Context: an optimization exercise on an open-source flow, tuned for small area, a short achievable clock period and few clock cycles. The choices shown serve that exercise and are no tape-out recipe. Function was checked by simulation only, so behaviour that the tests miss may differ from the original. Power is estimated from default activity; no workload was simulated.

==> design/flow/design.v <==
`timescale 1ns / 1ps
`timescale 1ns / 1ps
 `timescale 1ns / 1ps
module ALU(
    input wire [31:0] Operand1,
    input wire [31:0] Operand2,
    input wire [3:0] AluContrl,
    output reg [31:0] AluOut
    );
    always@(*)
    begin
      case(AluContrl)
        4'd0 : AluOut = Operand1 << Operand2[4:0];
        4'd1 : AluOut = Operand1 >> Operand2[4:0];
        4'd2 : AluOut = $signed(Operand1) >>> Operand2[4:0];
        4'd3 : AluOut = Operand1 + Operand2;
        4'd4 : AluOut = Operand1 - Operand2;
        4'd5 : AluOut = Operand1 ^ Operand2;
        4'd6  : AluOut = Operand1 | Operand2;
        4'd7 : AluOut = Operand1 & Operand2;
        4'd8 : AluOut = $signed(Operand1) < $signed(Operand2) ? 32'b01 : 32'b0;
        4'd9: AluOut = $unsigned(Operand1) < $unsigned(Operand2) ? 32'b01 : 32'b0;
        4'd10 : AluOut = Operand2;
        default : AluOut = 32'b0; 
      endcase
    end
endmodule
`timescale 1ns / 1ps
 `timescale 1ns / 1ps
module BranchDecisionMaking(
    input wire [2:0] BranchTypeE,
    input wire signed [31:0] Operand1,Operand2,
    output reg BranchE
    );
    always@(*)
    begin
      case(BranchTypeE)
        3'd1 :   BranchE <= Operand1 == Operand2;
        3'd2 :   BranchE <= Operand1 != Operand2;
        3'd3 :   BranchE <= $signed(Operand1) < $signed(Operand2);
        3'd4:   BranchE <= $unsigned(Operand1) < $unsigned(Operand2);
        3'd5 :   BranchE <= $signed(Operand1) >= $signed(Operand2);
        3'd6:   BranchE <= $unsigned(Operand1) >= $unsigned(Operand2);
        default :   BranchE <= 1'b0;
      endcase
    end
endmodule
`timescale 1ns / 1ps
 `timescale 1ns / 1ps
module ControlUnit(
    input wire [6:0] Op,
    input wire [2:0] Fn3,
    input wire [6:0] Fn7,
    output wire JalD,
    output wire JalrD,
    output reg [2:0] RegWriteD,
    output wire MemToRegD,
    output reg [3:0] MemWriteD,
    output wire LoadNpcD,
    output reg [1:0] RegReadD,
    output reg [2:0] BranchTypeD,
    output reg [3:0] AluContrlD,
    output wire [1:0] AluSrc2D,
    output wire AluSrc1D,
    output reg [2:0] ImmType        
    );
    assign JalD     = (Op == 7'b1101111);    
    assign JalrD    = (Op == 7'b1100111);   
    assign MemToRegD= (Op == 7'b0000011);    
    assign LoadNpcD = JalD || JalrD;          
    assign AluSrc1D = (Op == 7'b0010111);    
    assign AluSrc2D = (Op == 7'b0010011) && ((Fn3 == 3'b001) || (Fn3 == 3'b101)) ? 2'b01 : ( (Op == 7'b0110011 || Op == 7'b1100011 ) ? 2'b00 : 2'b10 ) ;
    always@(*)
    begin
        case(Op)
            7'b0000011: 
            begin
                case(Fn3)
                    3'b000: 
                    begin
                        RegWriteD   <=  3'd1;
                        MemWriteD   <=  4'b0000;
                        RegReadD    <=  2'b10;
                        BranchTypeD <=  3'd0;
                        AluContrlD  <=  4'd3;
                        ImmType     <=  3'd1;
                    end
                    3'b001: 
                    begin
                        RegWriteD   <=  3'd2;
                        MemWriteD   <=  4'b0000;
                        RegReadD    <=  2'b10;
                        BranchTypeD <=  3'd0;
                        AluContrlD  <=  4'd3;
                        ImmType     <=  3'd1;
                    end
                    3'b010: 
                    begin
                        RegWriteD   <=  3'd3;
                        MemWriteD   <=  4'b0000;
                        RegReadD    <=  2'b10;
                        BranchTypeD <=  3'd0;
                        AluContrlD  <=  4'd3;
                        ImmType     <=  3'd1;
                    end
                    3'b100: 
                    begin
                        RegWriteD   <=  3'd4;
                        MemWriteD   <=  4'b0000;
                        RegReadD    <=  2'b10;
                        BranchTypeD <=  3'd0;
                        AluContrlD  <=  4'd3;
                        ImmType     <=  3'd1;
                    end
                    3'b101: 
                    begin
                        RegWriteD   <=  3'd5;
                        MemWriteD   <=  4'b0000;
                        RegReadD    <=  2'b10;
                        BranchTypeD <=  3'd0;
                        AluContrlD  <=  4'd3;
                        ImmType     <=  3'd1;
                    end
                    default:
                    begin
                        RegWriteD   <=  3'b0;
                        MemWriteD   <=  4'b0000;
                        RegReadD    <=  2'b00;
                        BranchTypeD <=  3'd0;
                        AluContrlD  <=  4'd3;
                        ImmType     <=  3'd0;
                    end
                endcase
            end
            7'b0100011: 
            begin
                case(Fn3)
                    3'b000: 
                    begin
                        RegWriteD   <=  3'b0;
                        MemWriteD   <=  4'b0001;
                        RegReadD    <=  2'b11;
                        BranchTypeD <=  3'd0;
                        AluContrlD  <=  4'd3;
                        ImmType     <=  3'd2;
                    end
                    3'b001: 
                    begin
                        RegWriteD   <=  3'b0;
                        MemWriteD   <=  4'b0011;
                        RegReadD    <=  2'b11;
                        BranchTypeD <=  3'd0;
                        AluContrlD  <=  4'd3;
                        ImmType     <=  3'd2;
                    end
                    3'b010: 
                    begin
                        RegWriteD   <=  3'b0;
                        MemWriteD   <=  4'b1111;
                        RegReadD    <=  2'b11;
                        BranchTypeD <=  3'd0;
                        AluContrlD  <=  4'd3;
                        ImmType     <=  3'd2;
                    end
                    default:
                    begin
                        RegWriteD   <=  3'b0;
                        MemWriteD   <=  4'b0000;
                        RegReadD    <=  2'b00;
                        BranchTypeD <=  3'd0;
                        AluContrlD  <=  4'd3;
                        ImmType     <=  3'd0;
                    end
                endcase
            end
            7'b0110011: 
            begin
                case(Fn3)
                    3'b000: 
                    begin
                        case(Fn7)
                            7'b0000000: 
                            begin
                                RegWriteD   <=  3'd3;
                                MemWriteD   <=  4'b0000;
                                RegReadD    <=  2'b11;
                                BranchTypeD <=  3'd0;
                                AluContrlD  <=  4'd3;
                                ImmType     <=  3'd0;
                            end
                            7'b0100000: 
                            begin
                                RegWriteD   <=  3'd3;
                                MemWriteD   <=  4'b0000;
                                RegReadD    <=  2'b11;
                                BranchTypeD <=  3'd0;
                                AluContrlD  <=  4'd4;
                                ImmType     <=  3'd0;
                            end
                            default:
                            begin
                                RegWriteD   <=  3'b0;
                                MemWriteD   <=  4'b0000;
                                RegReadD    <=  2'b00;
                                BranchTypeD <=  3'd0;
                                AluContrlD  <=  4'd3;
                                ImmType     <=  3'd0;
                            end
                        endcase
                    end
                    3'b100: 
                    begin
                        RegWriteD   <=  3'd3;
                        MemWriteD   <=  4'b0000;
                        RegReadD    <=  2'b11;
                        BranchTypeD <=  3'd0;
                        AluContrlD  <=  4'd5;
                        ImmType     <=  3'd0;
                    end
                    3'b110: 
                    begin
                        RegWriteD   <=  3'd3;
                        MemWriteD   <=  4'b0000;
                        RegReadD    <=  2'b11;
                        BranchTypeD <=  3'd0;
                        AluContrlD  <=  4'd6;
                        ImmType     <=  3'd0;
                    end
                    3'b111: 
                    begin
                        RegWriteD   <=  3'd3;
                        MemWriteD   <=  4'b0000;
                        RegReadD    <=  2'b11;
                        BranchTypeD <=  3'd0;
                        AluContrlD  <=  4'd7;
                        ImmType     <=  3'd0;
                    end
                    3'b001: 
                    begin
                        RegWriteD   <=  3'd3;
                        MemWriteD   <=  4'b0000;
                        RegReadD    <=  2'b11;
                        BranchTypeD <=  3'd0;
                        AluContrlD  <=  4'd0;
                        ImmType     <=  3'd0;
                    end
                    3'b101: 
                    begin
                        case(Fn7)
                            7'b0000000: 
                            begin
                                RegWriteD   <=  3'd3;
                                MemWriteD   <=  4'b0000;
                                RegReadD    <=  2'b11;
                                BranchTypeD <=  3'd0;
                                AluContrlD  <=  4'd1;
                                ImmType     <=  3'd0;
                            end
                            7'b0100000: 
                            begin
                                RegWriteD   <=  3'd3;
                                MemWriteD   <=  4'b0000;
                                RegReadD    <=  2'b11;
                                BranchTypeD <=  3'd0;
                                AluContrlD  <=  4'd2;
                                ImmType     <=  3'd0;
                            end
                            default:
                            begin
                                RegWriteD   <=  3'b0;
                                MemWriteD   <=  4'b0000;
                                RegReadD    <=  2'b00;
                                BranchTypeD <=  3'd0;
                                AluContrlD  <=  4'd3;
                                ImmType     <=  3'd0;
                            end
                        endcase
                    end
                    3'b010: 
                    begin
                        RegWriteD   <=  3'd3;
                        MemWriteD   <=  4'b0000;
                        RegReadD    <=  2'b11;
                        BranchTypeD <=  3'd0;
                        AluContrlD  <=  4'd8;
                        ImmType     <=  3'd0;
                    end
                    3'b011: 
                    begin
                        RegWriteD   <=  3'd3;
                        MemWriteD   <=  4'b0000;
                        RegReadD    <=  2'b11;
                        BranchTypeD <=  3'd0;
                        AluContrlD  <=  4'd9;
                        ImmType     <=  3'd0;
                    end
                    default:
                    begin
                        RegWriteD   <=  3'b0;
                        MemWriteD   <=  4'b0000;
                        RegReadD    <=  2'b00;
                        BranchTypeD <=  3'd0;
                        AluContrlD  <=  4'd3;
                        ImmType     <=  3'd0;
                    end
                endcase
            end
            7'b0010011: 
            begin
                case(Fn3)
                    3'b000: 
                    begin
                        RegWriteD   <=  3'd3;
                        MemWriteD   <=  4'b0000;
                        RegReadD    <=  2'b10;
                        BranchTypeD <=  3'd0;
                        AluContrlD  <=  4'd3;
                        ImmType     <=  3'd1;
                    end
                    3'b100: 
                    begin
                        RegWriteD   <=  3'd3;
                        MemWriteD   <=  4'b0000;
                        RegReadD    <=  2'b10;
                        BranchTypeD <=  3'd0;
                        AluContrlD  <=  4'd5;
                        ImmType     <=  3'd1;
                    end
                    3'b110: 
                    begin
                        RegWriteD   <=  3'd3;
                        MemWriteD   <=  4'b0000;
                        RegReadD    <=  2'b10;
                        BranchTypeD <=  3'd0;
                        AluContrlD  <=  4'd6;
                        ImmType     <=  3'd1;
                    end
                    3'b111: 
                    begin
                        RegWriteD   <=  3'd3;
                        MemWriteD   <=  4'b0000;
                        RegReadD    <=  2'b10;
                        BranchTypeD <=  3'd0;
                        AluContrlD  <=  4'd7;
                        ImmType     <=  3'd1;
                    end
                    3'b001: 
                    begin
                        RegWriteD   <=  3'd3;
                        MemWriteD   <=  4'b0000;
                        RegReadD    <=  2'b10;
                        BranchTypeD <=  3'd0;
                        AluContrlD  <=  4'd0;
                        ImmType     <=  3'd0;
                    end
                    3'b101: 
                    begin
                        case(Fn7)
                            7'b0000000: 
                            begin
                                RegWriteD   <=  3'd3;
                                MemWriteD   <=  4'b0000;
                                RegReadD    <=  2'b10;
                                BranchTypeD <=  3'd0;
                                AluContrlD  <=  4'd1;
                                ImmType     <=  3'd0;
                            end
                            7'b0100000: 
                            begin
                                RegWriteD   <=  3'd3;
                                MemWriteD   <=  4'b0000;
                                RegReadD    <=  2'b10;
                                BranchTypeD <=  3'd0;
                                AluContrlD  <=  4'd2;
                                ImmType     <=  3'd0;
                            end
                            default:
                            begin
                                RegWriteD   <=  3'b0;
                                MemWriteD   <=  4'b0000;
                                RegReadD    <=  2'b00;
                                BranchTypeD <=  3'd0;
                                AluContrlD  <=  4'd3;
                                ImmType     <=  3'd0;
                            end
                        endcase
                    end
                    3'b010: 
                    begin
                        RegWriteD   <=  3'd3;
                        MemWriteD   <=  4'b0000;
                        RegReadD    <=  2'b10;
                        BranchTypeD <=  3'd0;
                        AluContrlD  <=  4'd8;
                        ImmType     <=  3'd1;
                    end
                    3'b011: 
                    begin
                        RegWriteD   <=  3'd3;
                        MemWriteD   <=  4'b0000;
                        RegReadD    <=  2'b10;
                        BranchTypeD <=  3'd0;
                        AluContrlD  <=  4'd9;
                        ImmType     <=  3'd1;
                    end
                    default:
                    begin
                        RegWriteD   <=  3'b0;
                        MemWriteD   <=  4'b0000;
                        RegReadD    <=  2'b00;
                        BranchTypeD <=  3'd0;
                        AluContrlD  <=  4'd3;
                        ImmType     <=  3'd0;
                    end
                endcase
            end
            7'b0110111: 
            begin
                RegWriteD   <=  3'd3;
                MemWriteD   <=  4'b0000;
                RegReadD    <=  2'b00;
                BranchTypeD <=  3'd0;
                AluContrlD  <=  4'd10;
                ImmType     <=  3'd4;
            end
            7'b0010111: 
            begin
                RegWriteD   <=  3'd3;
                MemWriteD   <=  4'b0000;
                RegReadD    <=  2'b00;
                BranchTypeD <=  3'd0;
                AluContrlD  <=  4'd3;
                ImmType     <=  3'd4;
            end
            7'b1100011: 
            begin
                case(Fn3)
                    3'b000: 
                    begin
                        RegWriteD   <=  3'b0;
                        MemWriteD   <=  4'b0000;
                        RegReadD    <=  2'b11;
                        BranchTypeD <=  3'd1;
                        AluContrlD  <=  4'd3;
                        ImmType     <=  3'd3;
                    end
                    3'b001: 
                    begin
                        RegWriteD   <=  3'b0;
                        MemWriteD   <=  4'b0000;
                        RegReadD    <=  2'b11;
                        BranchTypeD <=  3'd2;
                        AluContrlD  <=  4'd3;
                        ImmType     <=  3'd3;
                    end
                    3'b100: 
                    begin
                        RegWriteD   <=  3'b0;
                        MemWriteD   <=  4'b0000;
                        RegReadD    <=  2'b11;
                        BranchTypeD <=  3'd3;
                        AluContrlD  <=  4'd3;
                        ImmType     <=  3'd3;
                    end
                    3'b101: 
                    begin
                        RegWriteD   <=  3'b0;
                        MemWriteD   <=  4'b0000;
                        RegReadD    <=  2'b11;
                        BranchTypeD <=  3'd5;
                        AluContrlD  <=  4'd3;
                        ImmType     <=  3'd3;
                    end
                    3'b110: 
                    begin
                        RegWriteD   <=  3'b0;
                        MemWriteD   <=  4'b0000;
                        RegReadD    <=  2'b11;
                        BranchTypeD <=  3'd4;
                        AluContrlD  <=  4'd3;
                        ImmType     <=  3'd3;
                    end
                    3'b111: 
                    begin
                        RegWriteD   <=  3'b0;
                        MemWriteD   <=  4'b0000;
                        RegReadD    <=  2'b11;
                        BranchTypeD <=  3'd6;
                        AluContrlD  <=  4'd3;
                        ImmType     <=  3'd3;
                    end
                    default:
                    begin
                        RegWriteD   <=  3'b0;
                        MemWriteD   <=  4'b0000;
                        RegReadD    <=  2'b00;
                        BranchTypeD <=  3'd0;
                        AluContrlD  <=  4'd3;
                        ImmType     <=  3'd0;
                    end
                endcase
            end
            7'b1101111: 
            begin
                RegWriteD   <=  3'd3;
                MemWriteD   <=  4'b0000;
                RegReadD    <=  2'b00;
                BranchTypeD <=  3'd0;
                AluContrlD  <=  4'd3;
                ImmType     <=  3'd5;
            end
            7'b1100111: 
            begin
                RegWriteD   <=  3'd3;
                MemWriteD   <=  4'b0000;
                RegReadD    <=  2'b10;
                BranchTypeD <=  3'd0;
                AluContrlD  <=  4'd3;
                ImmType     <=  3'd1;
            end
            default:
            begin
                RegWriteD   <=  3'b0;
                MemWriteD   <=  4'b0000;
                RegReadD    <=  2'b00;
                BranchTypeD <=  3'd0;
                AluContrlD  <=  4'd3;
                ImmType     <=  3'd0;
            end
        endcase
    end
endmodule
`timescale 1ns / 1ps
 `timescale 1ns / 1ps
module DataExt(
    input wire [31:0] IN,
    input wire [1:0] LoadedBytesSelect,
    input wire [2:0] RegWriteW,
    output reg [31:0] OUT
    );    
    always@(*)
    begin
        case(RegWriteW)
            3'd1 :
            begin
                case(LoadedBytesSelect)
                    2'b00:  OUT <= { {24{IN[7]}}, IN[7:0] };
                    2'b01:  OUT <= { {24{IN[15]}}, IN[15:8] };
                    2'b10:  OUT <= { {24{IN[23]}}, IN[23:16] };
                    2'b11:  OUT <= { {24{IN[31]}}, IN[31:24] };
                    default: OUT <= 32'b0;
                endcase
            end
            3'd2 :
            begin
                case(LoadedBytesSelect)
                    2'b00:  OUT <= { {16{IN[15]}}, IN[15:0] };
                    2'b01:  OUT <= { {16{IN[23]}}, IN[23:8] };
                    2'b10:  OUT <= { {16{IN[31]}}, IN[31:16] };
                    default: OUT <= 32'b0;
                endcase
            end
            3'd3 :
            begin
                OUT = IN;
            end
            3'd4:
            begin
                case(LoadedBytesSelect)
                    2'b00:  OUT <= { 24'b0, IN[7:0] };
                    2'b01:  OUT <= { 24'b0, IN[15:8] };
                    2'b10:  OUT <= { 24'b0, IN[23:16] };
                    2'b11:  OUT <= { 24'b0, IN[31:24] };
                    default: OUT <= 32'b0;
                endcase
            end
            3'd5:
            begin
                case(LoadedBytesSelect)
                    2'b00:  OUT <= { 16'b0, IN[15:0] };
                    2'b01:  OUT <= { 16'b0, IN[23:8] };
                    2'b10:  OUT <= { 16'b0, IN[31:16] };
                    default: OUT <= 32'b0;
                endcase
            end
        default:    OUT = 32'b0;
        endcase
    end
endmodule
`timescale 1ns / 1ps
module EXSegReg(
    input wire clk,
    input wire en,
    input wire clear,
    input wire [31:0] PCD,
    output reg [31:0] PCE, 
    input wire [31:0] JalNPC,
    output reg [31:0] BrNPC, 
    input wire [31:0] ImmD,
    output reg [31:0] ImmE,
    input wire [4:0] RdD,
    output reg [4:0] RdE,
    input wire [4:0] Rs1D,
    output reg [4:0] Rs1E,
    input wire [4:0] Rs2D,
    output reg [4:0] Rs2E,
    input wire [31:0] RegOut1D,
    output reg [31:0] RegOut1E,
    input wire [31:0] RegOut2D,
    output reg [31:0] RegOut2E,
    input wire JalrD,
    output reg JalrE,
    input wire [2:0] RegWriteD,
    output reg [2:0] RegWriteE,
    input wire MemToRegD,
    output reg MemToRegE,
    input wire [3:0] MemWriteD,
    output reg [3:0] MemWriteE,
    input wire LoadNpcD,
    output reg LoadNpcE,
    input wire [1:0] RegReadD,
    output reg [1:0] RegReadE, 
    input wire [2:0] BranchTypeD,
    output reg [2:0] BranchTypeE,
    input wire [3:0] AluContrlD,
    output reg [3:0] AluContrlE,
    input wire AluSrc1D,
    output reg AluSrc1E,
    input wire [1:0] AluSrc2D,
    output reg [1:0] AluSrc2E
    );
    always@(posedge clk) begin
        if(en)
            if(clear)
                begin
                PCE<=32'b0; 
                BrNPC<=32'b0; 
                ImmE<=32'b0;
                RdE<=32'b0;
                Rs1E<=5'b0;
                Rs2E<=5'b0;
                RegOut1E<=32'b0;
                RegOut2E<=32'b0;
                JalrE<=1'b0;
                RegWriteE<=1'b0;
                MemToRegE<=1'b0;
                MemWriteE<=1'b0;
                LoadNpcE<=1'b0;
                RegReadE<=2'b00;
                BranchTypeE<=3'b0;
                AluContrlE<=4'b0;
                AluSrc1E<=1'b0; 
                AluSrc2E<=2'b0;     
            end else begin
                PCE<=PCD; 
                BrNPC<=JalNPC; 
                ImmE<=ImmD;
                RdE<=RdD;
                Rs1E<=Rs1D;
                Rs2E<=Rs2D;
                RegOut1E<=RegOut1D;
                RegOut2E<=RegOut2D;
                JalrE<=JalrD;
                RegWriteE<=RegWriteD;
                MemToRegE<=MemToRegD;
                MemWriteE<=MemWriteD;
                LoadNpcE<=LoadNpcD;
                RegReadE<=RegReadD;
                BranchTypeE<=BranchTypeD;
                AluContrlE<=AluContrlD;
                AluSrc1E<=AluSrc1D;
                AluSrc2E<=AluSrc2D;         
            end
        end
endmodule
`timescale 1ns / 1ps
module HarzardUnit(
    input wire CpuRst, ICacheMiss, DCacheMiss, 
    input wire BranchE, JalrE, JalD, 
    input wire [4:0] Rs1D, Rs2D, Rs1E, Rs2E, RdE, RdM, RdW,
    input wire [1:0] RegReadE,
    input wire [2:0] MemToRegE, RegWriteM, RegWriteW,
    output reg StallF, FlushF, StallD, FlushD, StallE, FlushE, StallM, FlushM, StallW, FlushW,
    output reg [1:0] Forward1E, Forward2E
    );
    wire LoadUseE = (Rs1D == RdE || Rs2D == RdE) && MemToRegE[0] == 1'b1;
    always@(*)
    begin
        if(DCacheMiss)
        begin
            StallF <= 1'b1;
            StallD <= 1'b1;
            StallE <= 1'b1;
            StallM <= 1'b1;
            StallW <= 1'b1;
        end
        else if((Rs1D == RdE || Rs2D == RdE) && MemToRegE[0] == 1'b1)
        begin
            StallF <= 1'b1;
            StallD <= 1'b1;
            StallE <= 1'b0;
            StallM <= 1'b0;
            StallW <= 1'b0;
        end
        else
        begin
            StallF <= 1'b0;
            StallD <= 1'b0;
            StallE <= 1'b0;
            StallM <= 1'b0;
            StallW <= 1'b0;
        end
    end
    always@(*)
    begin
        if(CpuRst)
        begin
            FlushF <= 1'b1;
            FlushD <= 1'b1;
            FlushE <= 1'b1;
            FlushM <= 1'b1;
            FlushW <= 1'b1;
        end
        else if(BranchE || JalrE)
        begin
            FlushF <= 1'b0;
            FlushD <= 1'b1;
            FlushE <= 1'b1;
            FlushM <= 1'b0;
            FlushW <= 1'b0;
        end
        else if(JalD)
        begin
            FlushF <= 1'b0;
            FlushD <= 1'b1;
            FlushE <= LoadUseE;    
            FlushM <= 1'b0;
            FlushW <= 1'b0;
        end
        else
        begin
            FlushF <= 1'b0;
            FlushD <= 1'b0;
            FlushE <= LoadUseE;    
            FlushM <= 1'b0;
            FlushW <= 1'b0;
        end
    end
    always@(*)
    begin
        if(RegReadE[1] == 1'b1)
        begin
            if(RegWriteM != 3'b0 && RdM != 5'b0 && Rs1E == RdM)                      
                Forward1E <= 2'b10;
            else if(RegWriteW != 3'b0 && RdW != 5'b0 && Rs1E == RdW)  
                Forward1E <= 2'b01;
            else
                Forward1E <= 2'b00;
        end
        else    Forward1E <= 2'b00;
    end
    always@(*)
    begin
        if(RegReadE[0] == 1'b1)
        begin
            if(RegWriteM != 3'b0 && RdM != 5'b0 && Rs2E == RdM)                      
                Forward2E <= 2'b10;
            else if(RegWriteW != 3'b0 && RdW != 5'b0 && Rs2E == RdW)  
                Forward2E <= 2'b01;
            else
                Forward2E <= 2'b00;
        end
        else    Forward2E <= 2'b00;
    end
endmodule
`timescale 1ns / 1ps
module IDSegReg(
    input wire clk,
    input wire clear,
    input wire en,
    input wire [31:0] A,
    output wire [31:0] RD,
    output wire [31:0] IM_Addr,
    input wire [31:0] IM_RData,
    input wire [31:0] PCF,
    output reg [31:0] PCD
    );
    always@(posedge clk)
        if(en)
            PCD <= clear ? 0: PCF;
    assign IM_Addr = A;
    wire [31:0] RD_raw = IM_RData;
    reg stall_ff;
    reg clear_ff;
    reg [31:0] RD_old;
    always @ (posedge clk)
    begin
        stall_ff<=~en;
        clear_ff<=clear;
        RD_old<=RD_raw;
    end
    assign RD = stall_ff ? RD_old : (clear_ff ? 32'b0 : RD_raw );
endmodule
`timescale 1ns / 1ps
module IFSegReg(
    input wire clk,
    input wire en, clear,
    input wire [31:0] PC_In,
    output reg [31:0] PCF
    );
    always@(posedge clk)
        if(en) begin
            if(clear)
                PCF <= 0;
            else 
                PCF <= PC_In;
        end
endmodule
`timescale 1ns / 1ps
 `timescale 1ns / 1ps
module ImmOperandUnit(
    input wire [31:7] In,
    input wire [2:0] Type,
    output reg [31:0] Out
    );
    always@(*)
    begin
        case(Type)
            3'd1: Out <= { {21{In[31]}}, In[30:20] };
            3'd0: Out <= 32'b0;
            3'd2: Out <= { {21{In[31]}}, In[30:25], In[11:7] };
            3'd3: Out <= { {20{In[31]}}, In[7], In[30:25], In[11:8], 1'b0 };
            3'd4: Out <= { In[31:12], 12'b0 };
            3'd5: Out <= { {12{In[31]}}, In[19:12], In[20], In[30:21], 1'b0 };
            default:Out <= 32'hxxxxxxxx;
        endcase
    end
endmodule
`timescale 1ns / 1ps
module MEMSegReg(
    input wire clk,
    input wire en,
    input wire clear,
    input wire [31:0] AluOutE,
    output reg [31:0] AluOutM, 
    input wire [31:0] ForwardData2,
    output reg [31:0] StoreDataM, 
    input wire [4:0] RdE,
    output reg [4:0] RdM,
    input wire [31:0] PCE,
    output reg [31:0] PCM,
    input wire [2:0] RegWriteE,
    output reg [2:0] RegWriteM,
    input wire MemToRegE,
    output reg MemToRegM,
    input wire [3:0] MemWriteE,
    output reg [3:0] MemWriteM,
    input wire LoadNpcE,
    output reg LoadNpcM
    );
    always@(posedge clk)
        if(en) begin
            AluOutM    <= clear ?     0 : AluOutE;
            StoreDataM <= clear ?     0 : ForwardData2;
            RdM        <= clear ?  5'h0 : RdE;
            PCM        <= clear ?     0 : PCE;
            RegWriteM  <= clear ?  3'h0 : RegWriteE;
            MemToRegM  <= clear ?  1'b0 : MemToRegE;
            MemWriteM  <= clear ?  4'b0 : MemWriteE;
            LoadNpcM   <= clear ?     0 : LoadNpcE;
        end
endmodule
`timescale 1ns / 1ps
module NPC_Generator(
    input wire [31:0] PCF,JalrTarget, BranchTarget, JalTarget,
    input wire BranchE,JalD,JalrE,
    output reg [31:0] PC_In
    );
    always@(*)
    begin
        case({ BranchE, JalrE, JalD })
            3'b100  :   PC_In <= BranchTarget;
            3'b101  :   PC_In <= BranchTarget;   
            3'b010  :   PC_In <= JalrTarget;
            3'b011  :   PC_In <= JalrTarget;     
            3'b001  :   PC_In <= JalTarget;
            3'b000  :   PC_In <= PCF + 4;
            default :   PC_In <= PCF;
        endcase
    end
endmodule
`timescale 1ns / 1ps
module RegisterFile(
    input wire clk,
    input wire rst,
    input wire WE3,
    input wire [4:0] A1,
    input wire [4:0] A2,
    input wire [4:0] A3,
    input wire [31:0] WD3,
    output wire [31:0] RD1,
    output wire [31:0] RD2
    );
    reg [31:0] RegFile[31:1];
    integer i;
    always@(posedge clk)
    begin
        if(rst)                                 for(i=1;i<32;i=i+1) RegFile[i][31:0]<=32'b0;
        else if( (WE3==1'b1) && (A3!=5'b0) )    RegFile[A3]<=WD3;
    end
    wire Byp1 = (WE3==1'b1) && (A3==A1);
    wire Byp2 = (WE3==1'b1) && (A3==A2);
    assign RD1= (A1==5'b0)?32'b0:(Byp1?WD3:RegFile[A1]);
    assign RD2= (A2==5'b0)?32'b0:(Byp2?WD3:RegFile[A2]);
endmodule
`timescale 1ns / 1ps
module WBSegReg(
    input wire clk,
    input wire en,
    input wire clear,
    input wire [31:0] A,
    input wire [31:0] WD,
    input wire [3:0] WE,
    output wire [31:0] RD,
    output reg [1:0] LoadedBytesSelect,
    output wire [31:0] DM_Addr,
    output reg [3:0] DM_WE,
    output reg [31:0] DM_WData,
    input wire [31:0] DM_RData,
    input wire [31:0] ResultM,
    output reg [31:0] ResultW,
    input wire [4:0] RdM,
    output reg [4:0] RdW,
    input wire [2:0] RegWriteM,
    output reg [2:0] RegWriteW,
    input wire MemToRegM,
    output reg MemToRegW
    );
    always@(posedge clk)
        if(en) begin
            LoadedBytesSelect <= clear ? 2'b00 : A[1:0];
            RegWriteW         <= clear ?  3'b0 : RegWriteM;
            MemToRegW         <= clear ?  1'b0 : MemToRegM;
            ResultW           <= clear ?     0 : ResultM;
            RdW               <= clear ?  5'b0 : RdM;
        end
    always@(*)
    begin
        case(WE)
            4'b0001:    DM_WE = WE << A[1:0];
            4'b0011:    DM_WE = WE << A[1:0];
            4'b1111:    DM_WE = WE;
            default:    DM_WE = 4'b0000;
        endcase
        DM_WData = WD << (A[1:0] * 8);
    end
    assign DM_Addr = A;
    wire [31:0] RD_raw = DM_RData;
    reg stall_ff;
    reg clear_ff;
    reg [31:0] RD_old;
    always @ (posedge clk)
    begin
        stall_ff<=~en;
        clear_ff<=clear;
        RD_old<=RD_raw;
    end
    assign RD = stall_ff ? RD_old : (clear_ff ? 32'b0 : RD_raw );
endmodule
`timescale 1ns / 1ps
module RV32Core(
    input wire CPU_CLK,
    input wire CPU_RST,
    output wire [31:0] IM_Addr,
    input wire [31:0] IM_RData,
    output wire [31:0] DM_Addr,
    output wire [3:0] DM_WE,
    output wire [31:0] DM_WData,
    input wire [31:0] DM_RData
    );
    wire StallF, FlushF, StallD, FlushD, StallE, FlushE, StallM, FlushM, StallW, FlushW;
    wire [31:0] PC_In;
    wire [31:0] PCF;
    wire [31:0] Instr, PCD;
    wire JalD, JalrD, LoadNpcD, MemToRegD, AluSrc1D;
    wire [2:0] RegWriteD;
    wire [3:0] MemWriteD;
    wire [1:0] RegReadD;
    wire [2:0] BranchTypeD;
    wire [3:0] AluContrlD;
    wire [1:0] AluSrc2D;
    wire [2:0] RegWriteW;
    wire [4:0] RdW;
    wire [31:0] RegWriteData;
    wire [31:0] DM_RD_Ext;
    wire [2:0] ImmType;
    wire [31:0] ImmD;
    wire [31:0] JalNPC;
    wire [31:0] BrNPC; 
    wire [31:0] ImmE;
    wire [6:0] OpCodeD, Funct7D;
    wire [2:0] Funct3D;
    wire [4:0] Rs1D, Rs2D, RdD;
    wire [4:0] Rs1E, Rs2E, RdE;
    wire [31:0] RegOut1D;
    wire [31:0] RegOut1E;
    wire [31:0] RegOut2D;
    wire [31:0] RegOut2E;
    wire JalrE;
    wire [2:0] RegWriteE;
    wire MemToRegE;
    wire [3:0] MemWriteE;
    wire LoadNpcE;
    wire [1:0] RegReadE;
    wire [2:0] BranchTypeE;
    wire [3:0] AluContrlE;
    wire AluSrc1E;
    wire [1:0] AluSrc2E;
    wire [31:0] Operand1;
    wire [31:0] Operand2;
    wire BranchE;
    wire [31:0] AluOutE;
    wire [31:0] AluOutM; 
    wire [31:0] ForwardData1;
    wire [31:0] ForwardData2;
    wire [31:0] PCE;
    wire [31:0] StoreDataM; 
    wire [4:0] RdM;
    wire [31:0] PCM;
    wire [2:0] RegWriteM;
    wire MemToRegM;
    wire [3:0] MemWriteM;
    wire LoadNpcM;
    wire [31:0] DM_RD;
    wire [31:0] ResultM;
    wire [31:0] ResultW;
    wire MemToRegW;
    wire [1:0] Forward1E;
    wire [1:0] Forward2E;
    wire [1:0] LoadedBytesSelect;
    assign {Funct7D, Rs2D, Rs1D, Funct3D, RdD, OpCodeD} = Instr;
    assign JalNPC=ImmD+PCD;
    assign ForwardData1 = Forward1E[1]?(AluOutM):( Forward1E[0]?RegWriteData:RegOut1E );
    assign Operand1 = AluSrc1E?PCE:ForwardData1;
    assign ForwardData2 = Forward2E[1]?(AluOutM):( Forward2E[0]?RegWriteData:RegOut2E );
    assign Operand2 = AluSrc2E[1]?(ImmE):( AluSrc2E[0]?Rs2E:ForwardData2 );
    assign ResultM = LoadNpcM ? (PCM+4) : AluOutM;
    assign RegWriteData = ~MemToRegW?ResultW:DM_RD_Ext;
    NPC_Generator NPC_Generator1(
        .PCF(PCF),
        .JalrTarget(AluOutE), 
        .BranchTarget(BrNPC), 
        .JalTarget(JalNPC),
        .BranchE(BranchE),
        .JalD(JalD),
        .JalrE(JalrE),
        .PC_In(PC_In)
    );
    IFSegReg IFSegReg1(
        .clk(CPU_CLK),
        .en(~StallF),
        .clear(FlushF), 
        .PC_In(PC_In),
        .PCF(PCF)
    );
    IDSegReg IDSegReg1(
        .clk(CPU_CLK),
        .clear(FlushD),
        .en(~StallD),
        .A(PCF),
        .RD(Instr),
        .IM_Addr(IM_Addr),
        .IM_RData(IM_RData),
        .PCF(PCF),
        .PCD(PCD) 
    );
    ControlUnit ControlUnit1(
        .Op(OpCodeD),
        .Fn3(Funct3D),
        .Fn7(Funct7D),
        .JalD(JalD),
        .JalrD(JalrD),
        .RegWriteD(RegWriteD),
        .MemToRegD(MemToRegD),
        .MemWriteD(MemWriteD),
        .LoadNpcD(LoadNpcD),
        .RegReadD(RegReadD),
        .BranchTypeD(BranchTypeD),
        .AluContrlD(AluContrlD),
        .AluSrc1D(AluSrc1D),
        .AluSrc2D(AluSrc2D),
        .ImmType(ImmType)
    );
    ImmOperandUnit ImmOperandUnit1(
        .In(Instr[31:7]),
        .Type(ImmType),
        .Out(ImmD)
    );
    RegisterFile RegisterFile1(
        .clk(CPU_CLK),
        .rst(CPU_RST),
        .WE3(|RegWriteW),
        .A1(Rs1D),
        .A2(Rs2D),
        .A3(RdW),
        .WD3(RegWriteData),
        .RD1(RegOut1D),
        .RD2(RegOut2D)
    );
    EXSegReg EXSegReg1(
        .clk(CPU_CLK),
        .en(~StallE),
        .clear(FlushE),
        .PCD(PCD),
        .PCE(PCE), 
        .JalNPC(JalNPC),
        .BrNPC(BrNPC), 
        .ImmD(ImmD),
        .ImmE(ImmE),
        .RdD(RdD),
        .RdE(RdE),
        .Rs1D(Rs1D),
        .Rs1E(Rs1E),
        .Rs2D(Rs2D),
        .Rs2E(Rs2E),
        .RegOut1D(RegOut1D),
        .RegOut1E(RegOut1E),
        .RegOut2D(RegOut2D),
        .RegOut2E(RegOut2E),
        .JalrD(JalrD),
        .JalrE(JalrE),
        .RegWriteD(RegWriteD),
        .RegWriteE(RegWriteE),
        .MemToRegD(MemToRegD),
        .MemToRegE(MemToRegE),
        .MemWriteD(MemWriteD),
        .MemWriteE(MemWriteE),
        .LoadNpcD(LoadNpcD),
        .LoadNpcE(LoadNpcE),
        .RegReadD(RegReadD),
        .RegReadE(RegReadE),
        .BranchTypeD(BranchTypeD),
        .BranchTypeE(BranchTypeE),
        .AluContrlD(AluContrlD),
        .AluContrlE(AluContrlE),
        .AluSrc1D(AluSrc1D),
        .AluSrc1E(AluSrc1E),
        .AluSrc2D(AluSrc2D),
        .AluSrc2E(AluSrc2E)
    	); 
    ALU ALU1(
        .Operand1(Operand1),
        .Operand2(Operand2),
        .AluContrl(AluContrlE),
        .AluOut(AluOutE)
    	);
    BranchDecisionMaking BranchDecisionMaking1(
        .BranchTypeE(BranchTypeE),
        .Operand1(Operand1),
        .Operand2(Operand2),
        .BranchE(BranchE)
        );
    MEMSegReg MEMSegReg1(
        .clk(CPU_CLK),
        .en(~StallM),
        .clear(FlushM),
        .AluOutE(AluOutE),
        .AluOutM(AluOutM), 
        .ForwardData2(ForwardData2),
        .StoreDataM(StoreDataM), 
        .RdE(RdE),
        .RdM(RdM),
        .PCE(PCE),
        .PCM(PCM),
        .RegWriteE(RegWriteE),
        .RegWriteM(RegWriteM),
        .MemToRegE(MemToRegE),
        .MemToRegM(MemToRegM),
        .MemWriteE(MemWriteE),
        .MemWriteM(MemWriteM),
        .LoadNpcE(LoadNpcE),
        .LoadNpcM(LoadNpcM)
    );
    WBSegReg WBSegReg1(
        .clk(CPU_CLK),
        .en(~StallW),
        .clear(FlushW),
        .A(AluOutM),
        .WD(StoreDataM),
        .WE(MemWriteM),
        .RD(DM_RD),
        .LoadedBytesSelect(LoadedBytesSelect),
        .DM_Addr(DM_Addr),
        .DM_WE(DM_WE),
        .DM_WData(DM_WData),
        .DM_RData(DM_RData),
        .ResultM(ResultM),
        .ResultW(ResultW), 
        .RdM(RdM),
        .RdW(RdW),
        .RegWriteM(RegWriteM),
        .RegWriteW(RegWriteW),
        .MemToRegM(MemToRegM),
        .MemToRegW(MemToRegW)
    );
    DataExt DataExt1(
        .IN(DM_RD),
        .LoadedBytesSelect(LoadedBytesSelect),
        .RegWriteW(RegWriteW),
        .OUT(DM_RD_Ext)
    );
    HarzardUnit HarzardUnit1(
        .CpuRst(CPU_RST),
        .BranchE(BranchE),
        .JalrE(JalrE),
        .JalD(JalD),
        .Rs1D(Rs1D),
        .Rs2D(Rs2D),
        .Rs1E(Rs1E),
        .Rs2E(Rs2E),
        .RegReadE(RegReadE),
        .MemToRegE({2'b0, MemToRegE}),
        .RdE(RdE),
        .RdM(RdM),
        .RegWriteM(RegWriteM),
        .RdW(RdW),
        .RegWriteW(RegWriteW),
        .ICacheMiss(1'b0),
        .DCacheMiss(1'b0),
        .StallF(StallF),
        .FlushF(FlushF),
        .StallD(StallD),
        .FlushD(FlushD),
        .StallE(StallE),
        .FlushE(FlushE),
        .StallM(StallM),
        .FlushM(FlushM),
        .StallW(StallW),
        .FlushW(FlushW),
        .Forward1E(Forward1E),
        .Forward2E(Forward2E)
    	);    
endmodule
==> design/flow/run.sh <==
#!/bin/bash
# synth_recipe.tcl (not shown) runs the flow's synth.tcl, then flattens the netlist and writes it again
# the make line also repeats each setting of config.mk as NAME=value (left out here)
make -C /OpenROAD-flow-scripts/flow DESIGN_CONFIG=/design/flow/config.mk WORK_HOME=/design/flow/orfs CLKGATE_MAP_FILE= SYNTH_SCRIPT=/design/flow/synth_recipe.tcl finish
==> design/flow/config.mk <==
export PLATFORM = sky130hd
export DESIGN_NAME = RV32Core
export DESIGN_NICKNAME = RV32Core
export VERILOG_FILES = /design/flow/design.v
export SDC_FILE = /design/flow/constraint.sdc
export NUM_CORES = 4
export LEC_CHECK = 0
export CAP_MARGIN = 20
export CORE_MARGIN = 2
export CORE_UTILIZATION = 25
export PLACE_DENSITY = 0.5
export SLEW_MARGIN = 20
==> design/flow/constraint.sdc <==
create_clock -name core_clock -period 10.0 [get_ports {CPU_CLK}]
set_input_delay 2.0000 -clock core_clock [delete_from_list [all_inputs] [get_ports {CPU_CLK}]]
set_output_delay 2.0000 -clock core_clock [all_outputs]
set_load 0.01 [all_outputs]
==> notes.md <==
==> cells in the mapped netlist (17+ instances only) <==
cell / count / share of area
a211o_1: 22 / 0.0022
a211oi_1: 174 / 0.015
a21o_1: 35 / 0.0031
a21oi_1: 277 / 0.016
a221o_1: 19 / 0.0022
a221oi_1: 26 / 0.0027
a22o_1: 32 / 0.0033
a22oi_1: 64 / 0.0056
a311oi_1: 341 / 0.035
a31oi_1: 88 / 0.0064
a32oi_1: 25 / 0.0026
and2_1: 60 / 0.0044
and3_1: 228 / 0.017
buf_1: 96 / 0.0042
buf_2: 50 / 0.0029
clkbuf_1: 750 / 0.033
dfxtp_1: 383 / 0.089
edfxtp_1: 1088 / 0.38
ha_1: 133 / 0.019
inv_1: 153 / 0.0067
inv_2: 23 / 0.0010
mux2i_1: 87 / 0.010
nand2_1: 2356 / 0.10
nand2b_1: 57 / 0.0042
nand3_1: 1101 / 0.064
nand4_1: 33 / 0.0024
nor2_1: 1487 / 0.065
nor2b_1: 103 / 0.0075
nor3_1: 102 / 0.0059
nor4_1: 21 / 0.0015
o211ai_1: 39 / 0.0034
o21a_1: 22 / 0.0019
o21ai_0: 161 / 0.0094
o21ai_1: 27 / 0.0016
o221ai_1: 26 / 0.0027
o22ai_1: 44 / 0.0032
o31ai_1: 21 / 0.0018
or2_2: 17 / 0.0012
or3_1: 30 / 0.0022
xnor2_1: 87 / 0.0089
xor2_1: 56 / 0.0057
==> final cells by class <==
type | instances | area share
Clock buffer | 247 | 0.0520
Clock inverter | 77 | 0.00503
Multi-Input combinational cell | 7730 | 0.426
Inverter | 176 | 0.00670
Antenna cell | 18 | 0.000457
Sequential cell | 1471 | 0.409
Tap cell | 4557 | 0.0578
Timing Repair Buffer | 460 | 0.0423
==> sequential cells by signal, summed over array words and instances (netlist names), 32 cells and up <==
name / cells
IDSegReg1.PCD: 32
MEMSegReg1.AluOutM: 32
MEMSegReg1.PCM: 32
RegisterFile1.RegFile: 1024
EXSegReg1.RegOut1E: 32
EXSegReg1.RegOut2E: 32
IDSegReg1.RD_old: 32
WBSegReg1.ResultW: 32
EXSegReg1.BrNPC: 32
EXSegReg1.ImmE: 32
MEMSegReg1.StoreDataM: 32
IFSegReg1.PCF: 32
EXSegReg1.PCE: 32
==> worst reg2reg max path: stages, from the launching register on <==
cell and delay [ps]:
dfxtp_1 380, nor4_2 440, a211oi_1 290, nand3_1 160, buf_4 420, nand2_1 610
buf_4 400, nor2_1 370, a211oi_1 110, a22oi_1 360, inv_1 80, ha_1 560
or4_1 240, a21oi_1 70, a2111oi_0 790, o2111ai_1 220, buf_4 220, a31oi_1 500
o21bai_1 240, a221oi_1 480, o31ai_1 140, mux2_2 250, o22ai_1 90, nor3_1 470
o21ai_0 140
==> worst max path at each step <==
| stage | start | endpoint | slack, ps | cells after the start |
|---|---|---|---|---|
| after floorplan | DM_RData[26] | IFSegReg1.PCF[0]$_SDFFCE_PP0P_ | 1680 | 25 |
| after global placement | DM_RData[7] | EXSegReg1.RegOut2E[13]$_SDFF_PP0_ | 680 | 24 |
| after detailed placement | DM_RData[7] | EXSegReg1.RegOut2E[16]$_SDFF_PP0_ | 720 | 24 |
| after CTS | DM_RData[7] | EXSegReg1.RegOut2E[21]$_SDFF_PP0_ | 1570 | 24 |
| after global routing | DM_RData[7] | EXSegReg1.MemWriteE[2]$_SDFF_PP0_ | 950 | 25 |
| final | DM_RData[7] | EXSegReg1.MemWriteE[2]$_SDFF_PP0_ | 1210 | 24 |
==> placed cells by master, fill, tap and decap left out, drive strengths merged, types with 35 or more instances in the layout <==
cell	Yosys	final
mux2i	99	99
xnor2	87	87
nand3	1102	1102
a311oi	342	342
a21oi	277	277
nand2b	57	57
clkdlybuf4s50	0	164
nand2	2356	2356
a211oi	179	179
buf	169	295
inv	176	186
a221oi	35	35
o22ai	44	44
clkinv	0	63
o211ai	40	40
and2	62	62
ha	133	133
nor2	1490	1490
o21ai	192	192
xor2	56	56
a22oi	64	64
and3	228	228
a21o	35	35
nor2b	104	104
clkbuf	752	248
a31oi	89	89
dfxtp	383	383
edfxtp	1088	1088
nor3	109	109
==> power groups by stage <==
stage / clock network [uW] / registers, uW / logic, uW
floorplan: 0 / 7000 / 1570
global route: 6740 / 7000 / 3070
global placement: 0 / 7110 / 2870
CTS: 6510 / 6980 / 2860
detailed placement: 0 / 7110 / 2850
finish: 6470 / 6990 / 2980
==> layer usage <==
metal | vias up | part of all wire | GRT usage
li1 | 35800 | - | -
met1 | 40400 | 0.41 | 0.331
met2 | 5388 | 0.41 | 0.350
met3 | 1050 | 0.12 | 0.0724
met4 | 40 | 0.058 | 0.125
met5 | - | 0.00090 | 0.00328
==> stage by stage <==
| stage | instances | util | worst slack, ps |
|---|---|---|---|
| floorplan | 10300 | - | 1680 |
| global placement | 14400 | 0.271 | 675 |
| detailed placement | 14400 | 0.271 | 718 |
| CTS | 14700 | 0.287 | 1570 |
| global route | 14700 | 0.288 | 950 |
| finish | 14700 | 0.288 | 1210 |
==> kinds of logic after synthesis <==
group | count (synthesis) | synth area share
other | 1 | 0.0000437
muxes | 124 | 0.0174
and+or+nand+nor | 5656 | 0.284
buffers and inverters | 1097 | 0.0502
AOI/OAI and AO/OA | 1639 | 0.143
xor gates and xnor gates | 143 | 0.0146
DFF | 1471 | 0.470
adders and majority gates | 136 | 0.0201
==> notes.md <==
fin area=0.0986 mm2; placed cell areas=0.0928 mm2; crit path DAT=9550 ps; maximum fanout along the worst path=69; CTS max path bufs=4; critical-path cell list=clkdlybuf4s50_1 -> mux4_2 -> nand3_2 -> o21ai_0 -> a221oi_4 -> a211oi_1 -> a22oi_1 -> inv_1 -> ha_1 -> or3_1 -> nor2_1 -> a211o_1 -> o21ai_0 -> a31oi_1 -> o311a_1 -> nor2_1 -> a21oi_1 -> inv_1 -> ha_1 -> nor2b_4 -> buf_4 -> nand2_2 -> nor2_1 -> and3_1; dpl hpwl=288000 um; Die Wd=590 um; Post-CTS Setup Repair Bufs=0; chip height=590 um; Mapped Area=0.0858 mm2; Final min period=8790 ps; CTS tree=yes; min-delay src=EXSegReg1.RegWriteE[2]$_SDFF_PP0_; antenna-violating nets left=0; GPL Wtd Cong=1.04; Clock Skew=128 ps; Post-Syn Instances=10300; clock root cell=clkbuf_16; drt drc=0; GR Overflow Total=0; actual slew at the worst max-slew pin=1360 ps; Starting Density=0.251; crit path buf inv count=4; total number of vias=82600; # port buffers=165; Hold Slack=432 ps; FF-to-FF path depth=24; via/cell ratio=5.61; post-synthesis sequential area ratio=0.470; area occupied by multi-input gates=0.0420 mm2; register clock-pin slew on the reported worst setup and hold paths=60 ps; I/O pin count=166; Syn Area/Cell=8.36 um2; Pwr per Cell Area=167 mW/mm2; share of post-route cells with drive strength above 1=0.0816; post_cts resized=0; run status=no timing/DRC/antenna violations; global-route usage over all layers=0.245; slowest stage delay, CP=630 ps; FF+latch area=0.0403 mm2; Crit-path slowest cell=mux4_2; clock tree sinks=1471; Num CTS Buffers=184; worst flop-to-flop path endpoint=IFSegReg1.PCF[31]$_SDFFCE_PP0P_; NetSw=5200 uW; crit path kind=in2reg; max_cap viols=0; die area=0.348 mm2; Peak Freq=114 MHz; vias in the first global route=75800; antenna violations before repair=46; Final Hold Fails=0; post-synthesis cell type count=114; count of final setup violators=0; Overall Power=16400 uW; first-pass GRT wire length=611000 um; cell family with most CP delay=compound AO/OA/AOI/OAI gates; cts hold-fix bufs=0; synth warn=13; leak pwr=0.0355 uW; H-Tree Level Count=4; Hold EP=MEMSegReg1.RegWriteM[2]$_SDFF_PP0_; setup TNS=0 ps; maximum vdd drop=0.139 mV; Yosys reg bits=1471; CP Launch Type=input pin; RSZ-0062 raised after global routing=no; area grow syn2layout=14.8%; WHS Path Cells=1; r2r setup slk=1680 ps; Clock Power Share=0.394; fin crit share=0.879; Seq pwr share=0.425; Clock Latency Late Sink=930 ps; relative slew slack=0.0886; largest net degree at the start of global routing=130; most used cell, CP=nor2_1; Avg WL per Cell=30.1 um; Internal Pwr Total=11200 uW; async set or reset register ratio after synthesis=0; final wirelength=444000 um; Worst Path Required=10760 ps; DRT iter0 DRCs=12000; # fillers=36200; # nets final=10200; Core Footprint=0.342 mm2; Std-Cell Rows=215; Pre-antenna DRT Iters=7; Sw Share=0.316; EDFF count, synth=1088; Comb power frac=0.181; Critical Path End Type=flip-flop; Hold Path Class=reg2reg; Pins Over Slew Limit=0; predominant post-synthesis flop cell=edfxtp_1; r2r startpoint=MEMSegReg1.RdM[0]$_SDFF_PP0_
Testbench counts, summed over its fixed seeds: cycles 86,895.

==> static timing again, ports no longer ideal <==
The flow's constraints put no driver on any port. The routed layout listed below was extracted and timed again, unchanged, in two steps. Step 1: set_driving_cell puts a clkbuf_16 on CPU_CLK and a buf_2 on each other input, an assumption about the parent block. Step 2, shift: input delay + t, output delay - t, t = (earliest + latest rising clock arrival at the registers) / 2. This alone moves slack from input paths to output paths. a / b / c = ideal / step 1 / step 2; a / b = the first two.
t (ns): 0.963
setup WS [ns]: 1.213 / 1.292 / 0.329
hold WS [ns]: 0.432 / 0.432 / 0.432
cell pins on the clock port's net: 1
After both steps setup and hold are still met in this run. For this run, drivers alone change the setup slack by +0.079 ns; drivers and shift together by -0.884 ns.
